This design comes from an exercise in tuning for small area on the open sky130 flow, not from production work.
Function was checked by simulation only, so behaviour that the tests miss may differ from the original.
Power is estimated from default activity; no workload was simulated.

`config.mk`:
```
export PLATFORM = sky130hd
export DESIGN_NAME = Pong
export DESIGN_NICKNAME = Pong
export VERILOG_FILES = /design/flow/design.v
export SDC_FILE = /design/flow/constraint.sdc
export NUM_CORES = 4
export LEC_CHECK = 0
export CAP_MARGIN = 20
export CORE_MARGIN = 2
export CORE_UTILIZATION = 40
export PLACE_DENSITY = 0.6
export SLEW_MARGIN = 20
```
`constraint.sdc`:
```
create_clock -name core_clock -period 6.0 [get_ports {clock}]
set_input_delay 1.2000 -clock core_clock [delete_from_list [all_inputs] [get_ports {clock}]]
set_output_delay 1.2000 -clock core_clock [all_outputs]
set_load 0.01 [all_outputs]
```
`design.v`:
```
module clock_divider #(
    parameter DIVISOR = 10000
    ) (
    input clock,
    input reset,
    output reg out_tick
    );
    integer counter;
    always @(posedge clock) begin
        if (reset) begin
            counter <= 0;
            out_tick <= 0;
        end else begin
            counter <= (counter >= DIVISOR-1) ? 0 : counter + 1;
            out_tick <= (counter >= DIVISOR-1) ? 1 : 0;
        end
    end
endmodule
module button_debouncer (
    input button,         
    input clock,            
    input reset,
    input enable,
    output reg debounced_button
    );
    parameter IDLE = 2'b00, PRESS_CHECK = 2'b01, PRESSED = 2'b10, RELEASE_CHECK = 2'b11;
    parameter DEBOUNCE_TIME = 10; 
    reg [1:0] state;
    reg [3:0] debounce_counter;
    always @(posedge clock) begin
        if (reset) begin
            debounced_button <= 0;
            debounce_counter <= 0;
            state <= IDLE;
        end else if (enable) begin
            case (state)
                IDLE: begin
                    debounced_button <= 0;
                    debounce_counter <= 0;
                    state <= (button) ? PRESS_CHECK : IDLE;
                end
                PRESS_CHECK: begin
                    if (!button) begin
                        state <= IDLE;
                    end else if (debounce_counter == DEBOUNCE_TIME) begin
                        state <= PRESSED;
                    end else begin
                        debounce_counter <= debounce_counter + 1;
                    end
                end
                PRESSED: begin
                    debounced_button <= 1;
                    debounce_counter <= 0;
                    state <= (!button) ? RELEASE_CHECK : PRESSED;
                end
                RELEASE_CHECK: begin
                    if (button) begin
                        state <= PRESSED;
                    end else if (debounce_counter == DEBOUNCE_TIME) begin
                        state <= IDLE;
                    end else begin 
                        debounce_counter <= debounce_counter + 1;
                    end
                end
            endcase
        end
    end
endmodule
module VGA_Sync_Pulse_Generator #(
    parameter   
    TOTAL_COLS = 800, 
    TOTAL_ROWS = 525,
    ACTIVE_COLS = 640,
    ACTIVE_ROWS = 480
    ) (
    input clock,  
    input reset,
    output out_Hsync,
    output out_Vsync,
    output reg [9:0] column_count,
    output reg [9:0] row_count
    );
    always @(posedge clock) begin
        if (reset) begin
            column_count <= 0;
            row_count <= 0;
        end else if (column_count == TOTAL_COLS-1) begin
            column_count <= 0;
            row_count <= (row_count == TOTAL_ROWS-1) ? 0 : row_count + 1;
        end else begin
            column_count <= column_count + 1;
        end
    end
    assign out_Hsync = (column_count < ACTIVE_COLS-1) ? 1 : 0;
    assign out_Vsync = (row_count < ACTIVE_ROWS-1) ? 1 : 0;
endmodule 
module VGA_Sync_to_Count #(
    parameter
    TOTAL_COLS = 800,
    TOTAL_ROWS = 525
    ) (
    input clock,
    input reset,
    input in_Hsync,
    input in_Vsync,
    output reg out_Hsync,
    output reg out_Vsync,
    output reg [9:0] column_count,
    output reg [9:0] row_count
    );
    wire start;
    assign start = (~in_Vsync & in_Vsync); 
    always @(posedge clock) begin
        if (reset) begin
            out_Hsync <= 0;
            out_Vsync <= 0;
        end else begin
            out_Hsync <= in_Hsync;
            out_Vsync <= in_Vsync;
        end
    end
    always @(posedge clock) begin
        if (reset || start) begin
            row_count <= 0;
            column_count <= 0;
        end else begin
            if (column_count == TOTAL_COLS-1) begin
                row_count <= (row_count == TOTAL_ROWS-1) ? 0 : row_count + 1;
                column_count <= 0;
            end else begin
                column_count <= column_count + 1;
            end
        end
    end
endmodule
module VGA_Sync_Porch #(
    parameter   
    TOTAL_COLS = 800, 
    TOTAL_ROWS = 525,
    ACTIVE_COLS = 640,
    ACTIVE_ROWS = 480,
    H_FRONT_PORCH = 16,
    H_BACK_PORCH = 48,
    V_FRONT_PORCH = 10,
    V_BACK_PORCH = 33
    ) (
    input clock,
    input reset,
    input in_Hsync,
    input in_Vsync,
    input [3:0] in_Red,
    input [3:0] in_Green,
    input [3:0] in_Blue,
    output reg out_Hsync,
    output reg out_Vsync,
    output reg [3:0] out_Red,
    output reg [3:0] out_Green,
    output reg [3:0] out_Blue
    );
    wire temp_Hsync, temp_Vsync;
    wire [9:0] column_count, row_count;
    reg [3:0] temp_Red, temp_Green, temp_Blue;
    VGA_Sync_to_Count #(
        .TOTAL_COLS(TOTAL_COLS),
        .TOTAL_ROWS(TOTAL_ROWS)
        ) Sync_to_Count_wrap (
        .clock(clock),
        .reset(reset),
        .in_Hsync(in_Hsync),
        .in_Vsync(in_Vsync),
        .out_Hsync(temp_Hsync),
        .out_Vsync(temp_Vsync),
        .column_count(column_count),
        .row_count(row_count)
        );
    always @(posedge clock) begin
        if (reset) begin
            out_Hsync <= 0;
            out_Vsync <= 0;
        end else begin
            out_Hsync <=  ((column_count < H_FRONT_PORCH + ACTIVE_COLS-1) 
            || (column_count > TOTAL_COLS - H_BACK_PORCH-1)) ? 1 : temp_Hsync;
            out_Vsync <= ((row_count < V_FRONT_PORCH + ACTIVE_ROWS-1)
            || (row_count > TOTAL_ROWS - V_BACK_PORCH-1)) ? 1 : temp_Vsync;
        end
    end
    always @(posedge clock) begin
        if (reset) begin
            temp_Red <= 0;
            temp_Green <= 0;
            temp_Blue <= 0;
            out_Red <= 0;
            out_Green <= 0;
            out_Blue <= 0;
        end else begin
            temp_Red <= in_Red;
            temp_Green <= in_Green;
            temp_Blue <= in_Blue;
            out_Red <= temp_Red;
            out_Green <= temp_Green;
            out_Blue <= temp_Blue;
        end
    end
endmodule
module Pong_Paddle_Control #(
    parameter
    PADDLE_HEIGHT = 6,
    GAME_HEIGHT = 30
    ) (
    input clock,
    input reset,
    input [5:0] column_count,
    input [5:0] row_count,
    input up, down,
    output reg [5:0] paddle_y
    );
    parameter PADDLE_SPEED = 125000;
    integer paddle_count;
    wire paddle_enable;
    assign paddle_enable = up ^ down;
    always @(posedge clock) begin
        if (reset) begin
            paddle_count <= 0;
            paddle_y <= 0;
        end else begin
            if (paddle_enable) begin
                paddle_count <= (paddle_count == PADDLE_SPEED) ? 0 : paddle_count + 1;
            end
            if (up && (paddle_count == PADDLE_SPEED) && paddle_y != 0) begin
                paddle_y <= paddle_y - 1;
            end else if (down && (paddle_count == PADDLE_SPEED) && paddle_y != GAME_HEIGHT-PADDLE_HEIGHT-1) begin
                paddle_y <= paddle_y + 1;
            end
        end
    end
endmodule
module Pong_Ball_Control #(
    parameter
    GAME_WIDTH = 40,
    GAME_HEIGHT = 30
    ) (
    input clock,
    input reset,
    input reset_n,
    input [5:0] column_count,
    input [5:0] row_count,
    output reg [5:0] ball_x,
    output reg [5:0] ball_y
    );
    parameter BALL_SPEED = 125000;
    reg [5:0] previous_ball_x, previous_ball_y;
    integer ball_count;
    always @(posedge clock) begin
        if (reset) begin
            ball_x <= GAME_WIDTH/2;
            ball_y <= GAME_HEIGHT/2;
            previous_ball_x <= GAME_WIDTH/2 + 1;
            previous_ball_y <= GAME_HEIGHT/2 + 1;
            ball_count <= 0;
        end else if (~reset_n) begin
            ball_x <= GAME_WIDTH/2;
            ball_y <= GAME_HEIGHT/2;
            previous_ball_x <= GAME_WIDTH/2 + 1;
            previous_ball_y <= GAME_HEIGHT/2 + 1;
        end else begin
            if (ball_count < BALL_SPEED) begin
                ball_count <= ball_count + 1;
            end else begin
                ball_count <= 0;
                previous_ball_x <= ball_x;
                previous_ball_y <= ball_y;
                ball_x <= ((previous_ball_x < ball_x && ball_x == GAME_WIDTH-1) 
                || (previous_ball_x > ball_x && ball_x != 0)) ? ball_x - 1 : ball_x + 1;
                ball_y <= ((previous_ball_y < ball_y && ball_y == GAME_HEIGHT-1) 
                || (previous_ball_y > ball_y && ball_y != 0)) ? ball_y - 1 : ball_y + 1;
            end
        end
    end
endmodule
module Draw #(
    parameter
    P1_PADDLE_X = 0,
    P2_PADDLE_X = 39,
    PADDLE_HEIGHT = 6
    ) (
    input clock,
    input reset,
    input [5:0] p1_paddle_y,
    input [5:0] p2_paddle_y,
    input [5:0] ball_x,
    input [5:0] ball_y,
    input [5:0] column_count,
    input [5:0] row_count,
    output [3:0] out_Red,
    output [3:0] out_Green,
    output [3:0] out_Blue
    );
    reg draw_ball, draw_paddle_p1, draw_paddle_p2;
    wire draw; 
    assign draw = draw_ball | draw_paddle_p1 | draw_paddle_p2;
    always @(posedge clock) begin
        if (reset) begin
            draw_paddle_p1 <= 0;
            draw_paddle_p2 <= 0;
            draw_ball <= 0;
        end else begin
            draw_paddle_p1 <= ((column_count == P1_PADDLE_X) && (row_count >= p1_paddle_y)
            && (row_count <= p1_paddle_y + PADDLE_HEIGHT)) ? 1 : 0;
            draw_paddle_p2 <= ((column_count == P2_PADDLE_X) && (row_count >= p2_paddle_y)
            && (row_count <= p2_paddle_y + PADDLE_HEIGHT)) ? 1 : 0;
            draw_ball <= (column_count == ball_x && row_count == ball_y) ? 1 : 0;
        end
    end
    assign out_Red = draw ? 4'b1111 : 4'b0000;
    assign out_Green = draw ? 4'b1111 : 4'b0000;
    assign out_Blue = draw ? 4'b1111 : 4'b0000;
endmodule
module Pong_FSM #(
    parameter
    TOTAL_COLS = 800,
    TOTAL_ROWS = 525,
    ACTIVE_COLS = 640,
    ACTIVE_ROWS = 480
    ) (
    input clock,
    input reset,
    input in_Hsync,
    input in_Vsync,
    input start,
    input p1_up,
    input p1_down,
    input p2_up,
    input p2_down,
    output reg out_Hsync,
    output reg out_Vsync,
    output reg [3:0] p1_score,
    output reg [3:0] p2_score,
    output [3:0] out_Red,
    output [3:0] out_Green,
    output [3:0] out_Blue
    );
    parameter GAME_WIDTH = 40, GAME_HEIGHT = 30;
    parameter SCORE_LIMIT = 9;
    parameter PADDLE_HEIGHT = 6;
    parameter P1_PADDLE_COLUMN = 0, P2_PADDLE_COLUMN = GAME_WIDTH-1;
    parameter IDLE = 3'd0, RUNNING = 3'd1, P1_SCORE = 3'd2, P2_SCORE = 3'd3, RESTART = 3'd4;
    reg [3:0] state;
    wire temp_Hsync, temp_Vsync, p1_draw_paddle, p2_draw_paddle, draw, reset_n;
    wire [9:0] column_count, row_count;
    wire [5:0] p1_paddle_y, p2_paddle_y, ball_x, ball_y;
    wire [5:0] small_column_count, small_row_count;
    assign small_column_count = column_count[9:4];
    assign small_row_count = row_count[9:4];
    assign reset_n = (state == RUNNING) ? 1 : 0;
    VGA_Sync_to_Count #(
        .TOTAL_COLS(TOTAL_COLS),
        .TOTAL_ROWS(TOTAL_ROWS)
        ) VGA_Sync_to_Count_wrap (
        .clock(clock),
        .reset(reset),
        .in_Hsync(in_Hsync),
        .in_Vsync(in_Vsync),
        .out_Hsync(temp_Hsync),
        .out_Vsync(temp_Vsync),
        .column_count(column_count),
        .row_count(row_count)
        );
    always @(posedge clock) begin
        if (reset) begin
            out_Hsync <= 0;
            out_Vsync <= 0;
        end else begin
            out_Hsync <= temp_Hsync;
            out_Vsync <= temp_Vsync;
        end
    end
    Pong_Paddle_Control #(
        .PADDLE_HEIGHT(PADDLE_HEIGHT),
        .GAME_HEIGHT(GAME_HEIGHT)
        ) p1_paddle (
        .clock(clock),
        .reset(reset),
        .column_count(small_column_count),
        .row_count(small_row_count),
        .up(p1_up),
        .down(p1_down),
        .paddle_y(p1_paddle_y)
        );
    Pong_Paddle_Control #(
        .PADDLE_HEIGHT(PADDLE_HEIGHT),
        .GAME_HEIGHT(GAME_HEIGHT)
        ) p2_paddle (
        .clock(clock),
        .reset(reset),
        .column_count(small_column_count),
        .row_count(small_row_count),
        .up(p2_up),
        .down(p2_down),
        .paddle_y(p2_paddle_y)
        );
    Pong_Ball_Control #(
        .GAME_HEIGHT(GAME_HEIGHT),
        .GAME_WIDTH(GAME_WIDTH)
        ) ball_wrap (
        .clock(clock),
        .reset(reset),
        .reset_n(reset_n),
        .column_count(small_column_count),
        .row_count(small_row_count),
        .ball_x(ball_x),
        .ball_y(ball_y)
        );
    Draw #(
        .P1_PADDLE_X(P1_PADDLE_COLUMN),
        .P2_PADDLE_X(P2_PADDLE_COLUMN),
        .PADDLE_HEIGHT(PADDLE_HEIGHT)
        ) draw_wrap (
        .clock(clock),
        .reset(reset),
        .p1_paddle_y(p1_paddle_y),
        .p2_paddle_y(p2_paddle_y),
        .ball_x(ball_x),
        .ball_y(ball_y),
        .column_count(small_column_count),
        .row_count(small_row_count),
        .out_Red(out_Red),
        .out_Green(out_Green),
        .out_Blue(out_Blue)
        );
    always @(posedge clock) begin
        if (reset) begin
            state <= IDLE;
            p1_score <= 0;
            p2_score <= 0;
        end else begin
            case (state)
            IDLE: state <= (start) ? RUNNING : IDLE;
            RUNNING: begin
                if ((ball_x == GAME_WIDTH-1) && ((ball_y < p2_paddle_y)
                    || (ball_y > (p2_paddle_y + PADDLE_HEIGHT)))) begin
                    state <= P1_SCORE;
                end else if ((ball_x == 0) && ((ball_y < p1_paddle_y) 
                    || (ball_y > (p1_paddle_y + PADDLE_HEIGHT)))) begin
                    state <= P2_SCORE;
                end
            end
            P1_SCORE: begin
                if (p1_score == SCORE_LIMIT-1) begin
                    p1_score <= 0;
                    p2_score <= 0;
                end else begin
                    p1_score <= p1_score + 1;
                end
                state <= RESTART;
            end
            P2_SCORE: begin
                if (p2_score == SCORE_LIMIT-1) begin
                    p1_score <= 0;
                    p2_score <= 0;
                end else begin
                    p2_score <= p2_score + 1;
                end
                state <= RESTART;
            end
            RESTART: state <= IDLE;
            default: state <= IDLE;
            endcase
        end
    end
endmodule
module Pong (
    input clock,
    input reset,
    input p1_up,
    input p1_down,
    input p2_up,
    input p2_down,
    input start,
    output out_Hsync,
    output out_Vsync,
    output [3:0] out_Red,
    output [3:0] out_Green,
    output [3:0] out_Blue,
    output [3:0] p1_score,
    output [3:0] p2_score
    );
    parameter TOTAL_COLS = 800, TOTAL_ROWS = 525;
    parameter ACTIVE_COLS = 640, ACTIVE_ROWS = 480;
    wire debounce_tick;
    wire temp1_Hsync, temp1_Vsync, temp2_Hsync, temp2_Vsync;
    wire [3:0] temp_Red, temp_Green, temp_Blue;
    wire p1_up_debounced, p1_down_debounced;
    wire p2_up_debounced, p2_down_debounced;
    clock_divider #(
        .DIVISOR(1250) 
        ) clock_debounce (
        .clock(clock),
        .reset(reset),
        .out_tick(debounce_tick)
        );
    button_debouncer debounce_p1_up(
        .clock(clock),
        .reset(reset),
        .enable(debounce_tick),
        .button(p1_up),
        .debounced_button(p1_up_debounced)
        );
    button_debouncer debounce_p1_down(
        .clock(clock),
        .reset(reset),
        .enable(debounce_tick),
        .button(p1_down),
        .debounced_button(p1_down_debounced)
        );
    button_debouncer debounce_p2_up(
        .clock(clock),
        .reset(reset),
        .enable(debounce_tick),
        .button(p2_up),
        .debounced_button(p2_up_debounced)
        );
    button_debouncer debounce_p2_down(
        .clock(clock),
        .reset(reset),
        .enable(debounce_tick),
        .button(p2_down),
        .debounced_button(p2_down_debounced)
        );
    VGA_Sync_Pulse_Generator #(
        .TOTAL_COLS(TOTAL_COLS),
        .TOTAL_ROWS(TOTAL_ROWS),
        .ACTIVE_COLS(ACTIVE_COLS),
        .ACTIVE_ROWS(ACTIVE_ROWS)
        ) sync_pulse_gen (
        .clock(clock),
        .reset(reset),
        .out_Hsync(temp1_Hsync),
        .out_Vsync(temp1_Vsync),
        .column_count(),
        .row_count()
        );
    Pong_FSM #(
        .TOTAL_COLS(TOTAL_COLS),
        .TOTAL_ROWS(TOTAL_ROWS),
        .ACTIVE_COLS(ACTIVE_COLS),
        .ACTIVE_ROWS(ACTIVE_ROWS)
        ) pong_fsm_wrap (
        .clock(clock),
        .reset(reset),
        .in_Hsync(temp1_Hsync),
        .in_Vsync(temp1_Vsync),
        .start(start),
        .p1_up(p1_up_debounced),
        .p1_down(p1_down_debounced),
        .p2_up(p2_up_debounced),
        .p2_down(p2_down_debounced),
        .out_Hsync(temp2_Hsync),
        .out_Vsync(temp2_Vsync),
        .p1_score(p1_score),
        .p2_score(p2_score),
        .out_Red(temp_Red),
        .out_Green(temp_Green),
        .out_Blue(temp_Blue)
        );
    VGA_Sync_Porch #(
        .TOTAL_COLS(TOTAL_COLS),
        .TOTAL_ROWS(TOTAL_ROWS),
        .ACTIVE_COLS(ACTIVE_COLS),
        .ACTIVE_ROWS(ACTIVE_ROWS)
        ) sync_porch (
        .clock(clock),
        .reset(reset),
        .in_Hsync(temp2_Hsync),
        .in_Vsync(temp2_Vsync),
        .in_Red(temp_Red),
        .in_Green(temp_Green),
        .in_Blue(temp_Blue),
        .out_Hsync(out_Hsync),
        .out_Vsync(out_Vsync),
        .out_Red(out_Red),
        .out_Green(out_Green),
        .out_Blue(out_Blue)
        );
endmodule
```
`run.sh`:
```
#!/bin/bash
# synth_recipe.tcl (not shown) runs the flow's synth.tcl, then flattens the netlist and writes it again
# the make line also repeats each setting of config.mk as NAME=value (left out here)
make -C /OpenROAD-flow-scripts/flow DESIGN_CONFIG=/design/flow/config.mk WORK_HOME=/design/flow/orfs CLKGATE_MAP_FILE= SYNTH_SCRIPT=/design/flow/synth_recipe.tcl finish
```
==> impl_metrics.py <==
metrics = {
    "critical_path": {
        "crit_family": "compound AO/OA/AOI/OAI gates",
        "worstPathMaxFanout": 6,
        "path_buf_inv": 1,
        "start_kind": "register",
        "path_cells": "inv_1, ha_1, a21o_1, a21o_1, a221oi_1, mux2i_1, ha_1, a21oi_1, o21ai_0, a21o_1, a21oi_1, xor2_1, or3_1, a21oi_1",
        "slowest_delay_ps": 580,
        "cp_data_arrival_time_ps": 4170,
        "path_class": "register to register",
        "end_kind": "register",
        "slowest_stage": "mux2i_1",
        "required_ps": 6450,
    },
    "clocking": {
        "cts_tree": "yes",
        "cts_setup_buffers": 0,
        "post_cts_hold_buffer_count": 0,
        "cts_resized": 0,
        "clockRootBuffer": "clkbuf_16",
        "cts_buffers": 34,
        "clkLatencyLatePin_ps": 530,
        "clkSinkCount": 277,
        "path_clk_slew_ps": 60,
        "clockBufferDepth": 3,
        "h-tree-depth": 2,
    },
    "routing": {
        "drc": 0,
        "viasPerCell": 5.11,
        "drt_iter0_markers": 459,
        "drtPass1Iterations": 5,
        "wl_per_cell_um": 12.7,
        "postRouteAntennaNets": 0,
        "num_vias": 11300,
        "routed_wirelength_um": 28000,
    },
    "sta": {
        "finalSetupTns_ps": 0,
        "relSlewSlack_pct": 34.1,
        "setup_viol": 0,
        "finalHoldViolations": 0,
        "min_period_ps": 3720,
        "fin_crit_sh_pct": 62.0,
        "worst_clock_skew_ps": 19.1,
        "hold_ws_ps": 445,
        "drv_slew": 0,
        "worstMarginPinSlew_ps": 989,
        "max_freq_ghz": 0.269,
        "grt_setup_unrepaired": "false",
    },
    "logic_synthesis": {
        "synthArstFlopShare_pct": 0,
        "synth-main-ff-cell": "dfxtp_1",
        "synth_area_sq_mm": 0.0144,
        "ys_ff_latch": 277,
        "synth_common_cells": "283 x nor2_1, 277 x dfxtp_1, 135 x nand2_1",
        "synth_top_area_share_pct": 38.6,
        "syn_area_per_cell_sq_um": 8.43,
        "yosys-top-cells-area": "dfxtp_1 39%, ha_1 8.9%, xor2_1 8.0%",
        "synthCells": 1705,
        "yosysUniqueCellTypes": 68,
        "synth_warnings": 9,
        "synth_most_common_cell": "nor2_1",
        "synth-edff-count": 0,
        "synth_seq_area_share_pct": 38.6,
        "syn-num-nets": 1818,
        "yosysTopAreaCell": "dfxtp_1",
    },
    "global_route": {
        "grt_max_degree": 71,
        "grt_pass1_wl_um": 49700,
        "overflow": 0,
        "grt_pass1_vias": 10900,
        "antenna_found_initial": 0,
        "grtUsageTotal_pct": 15.0,
    },
    "power": {
        "powerDensity_mw_per_mm2": 244,
        "p_leak_nw": 6.19,
        "max-vdd-ir-drop_v": 0.000222,
    },
    "floorplanning": {
        "die_x_um": 194,
        "die_h_um": 194,
        "start_util_pct": 40.5,
        "row_count": 69,
        "core_area_sq_mm": 0.0355,
        "dieArea_sq_mm": 0.0375,
        "io-pin-count": 29,
    },
    "placement": {
        "place_area_sq_mm": 0.0150,
        "gp_congestion": 0.801,
        "port_buffers": 28,
        "dp_hpwl_um": 19000,
    },
    "layout": {
        "diodes": 0,
        "area_growth_pct": 12.3,
        "design_area_sq_mm": 0.0161,
        "nets": 1830,
        "fillers": 3534,
        "layout-drive-gt1-share_pct": 4.88,
    },
    "worst_hold_path": {
        "hp-class": "register to register",
    },
    "run": {
        "max_cap_violations": 0,
    },
    "outcome": {
        "status": "timing/DRC/antenna clean",
    },
}
## layout by cell type (no fill, tap or decap), types with 13 or more instances in the layout
cell type,n
clkdlybuf4s50_1,27
nand4_1,65
nor2b_1,20
or3_1,20
mux2i_1,13
nor4_1,22
a21o_1,18
xor2_1,132
nand2_1,135
inv_1,66
a21oi_1,83
clkbuf_16,35
xnor2_1,68
nor2_1,283
o21ai_0,56
nand3_1,76
nor3_1,33
dfxtp_1,277
ha_1,102
and3_1,35
## final cells by class
| class | count | area, sq um | area share, % |
|---|---|---|---|
| sequential | 277 | 5550 | 34.4 |
| tap | 461 | 577 | 3.57 |
| timing repair buffer | 33 | 315 | 1.95 |
| multi-input combinational | 1304 | 8330 | 51.6 |
| clock inverter | 12 | 86.3 | 0.535 |
| clock buffer | 49 | 1040 | 6.43 |
| inverter | 67 | 251 | 1.56 |
## registers in the layout, summed over array words and instances (netlist names), 6 cells and up, named ones only
name / cells
sync_porch.Sync_to_Count_wrap.column_count: 10
pong_fsm_wrap.ball_wrap.ball_count: 32
pong_fsm_wrap.VGA_Sync_to_Count_wrap.row_count: 10
clock_debounce.counter: 32
pong_fsm_wrap.ball_wrap.previous_ball_x: 6
sync_pulse_gen.row_count: 10
pong_fsm_wrap.ball_wrap.previous_ball_y: 6
pong_fsm_wrap.p2_paddle.paddle_count: 32
pong_fsm_wrap.p1_paddle.paddle_count: 32
sync_porch.Sync_to_Count_wrap.row_count: 10
sync_pulse_gen.column_count: 10
pong_fsm_wrap.ball_wrap.ball_y: 6
pong_fsm_wrap.VGA_Sync_to_Count_wrap.column_count: 10
pong_fsm_wrap.ball_wrap.ball_x: 6
pong_fsm_wrap.p1_paddle.paddle_y: 6
pong_fsm_wrap.p2_paddle.paddle_y: 6
## worst register-to-register path: stages, from the launching register on
cell and delay (ps):
dfxtp_1 430, inv_1 110, ha_1 320, a21o_1 180, a21o_1 170, a221oi_1 330
mux2i_1 580, ha_1 350, a21oi_1 140, o21ai_0 130, a21o_1 200, a21oi_1 170
xor2_1 100, or3_1 330, a21oi_1 130
## final timing paths
check | slack [ps] | start | end | cells past startpoint
setup / recovery | 2280 | pong_fsm_wrap.ball_wrap.ball_x[3] | pong_fsm_wrap.ball_wrap.ball_x[5] | 14
hold / removal | 440 | register | register | 1
setup reg to reg | 2280 | pong_fsm_wrap.ball_wrap.ball_x[3] | pong_fsm_wrap.ball_wrap.ball_x[5] | 14
hold reg to reg | 440 | register | register | 1
## stage by stage
stage / util [%] / std cells / total power, W / worst slack (ps)
after floorplan: - / 1705 / 0.00196 / 2650
after global placement: 42.3 / 2142 / 0.00198 / 2350
after detailed placement: 42.3 / 2142 / 0.00198 / 2280
after CTS: 45.5 / 2203 / 0.00402 / 2280
after global routing: 45.5 / 2203 / 0.00411 / 2050
final: 45.5 / 2203 / 0.00394 / 2280
## power breakdown
part	internal (W)	leakage (nW)	switching [W]
Clock	0.00121	0.567	0.000793
Combinational	0.0000267	3.38	0.0000508
Sequential	0.00185	2.24	0.0000110
## logic make-up after synthesis
group                      after synthesis  synth area share, %
adders and majority gates              106                 9.43
buffers and inverters                  124                 3.55
and+or+nand+nor                        754                 25.4
xor gates and xnor gates               200                 12.2
DFF                                    277                 38.6
muxes                                   14                0.983
AOI/OAI and AO/OA                      230                 9.91
## per-layer routing
layer	vias up	global-route usage (%)	share of wire, %
met5	-	0	0
met4	0	4.58	1.9
li1	5907	-	-
met1	5232	20.1	51
met2	87	24.7	45
met3	42	2.53	2.7

## what the ideal ports hide
Ports are ideal in the flow. The routed layout listed here was re-timed in OpenROAD.
Step 1: set_driving_cell puts a clkbuf_16 on clock and a buf_2 on each other input, an assumption about the parent block.
Step 2, shift: input delay + t, output delay - t, t = (earliest + latest rising clock arrival at the registers) / 2. This alone moves slack from input paths to output paths.
Three values: ideal, step 1, step 2; two values: the first two.
t, ns: 0.563
setup WS [ns]: 2.278 / 2.278 / 2.278
worst register clock-pin slew, ns: 0.06 / 0.06
After both steps this run still meets setup and hold. For this run, drivers alone change the setup slack by 0.000 ns; drivers and shift together by 0.000 ns.
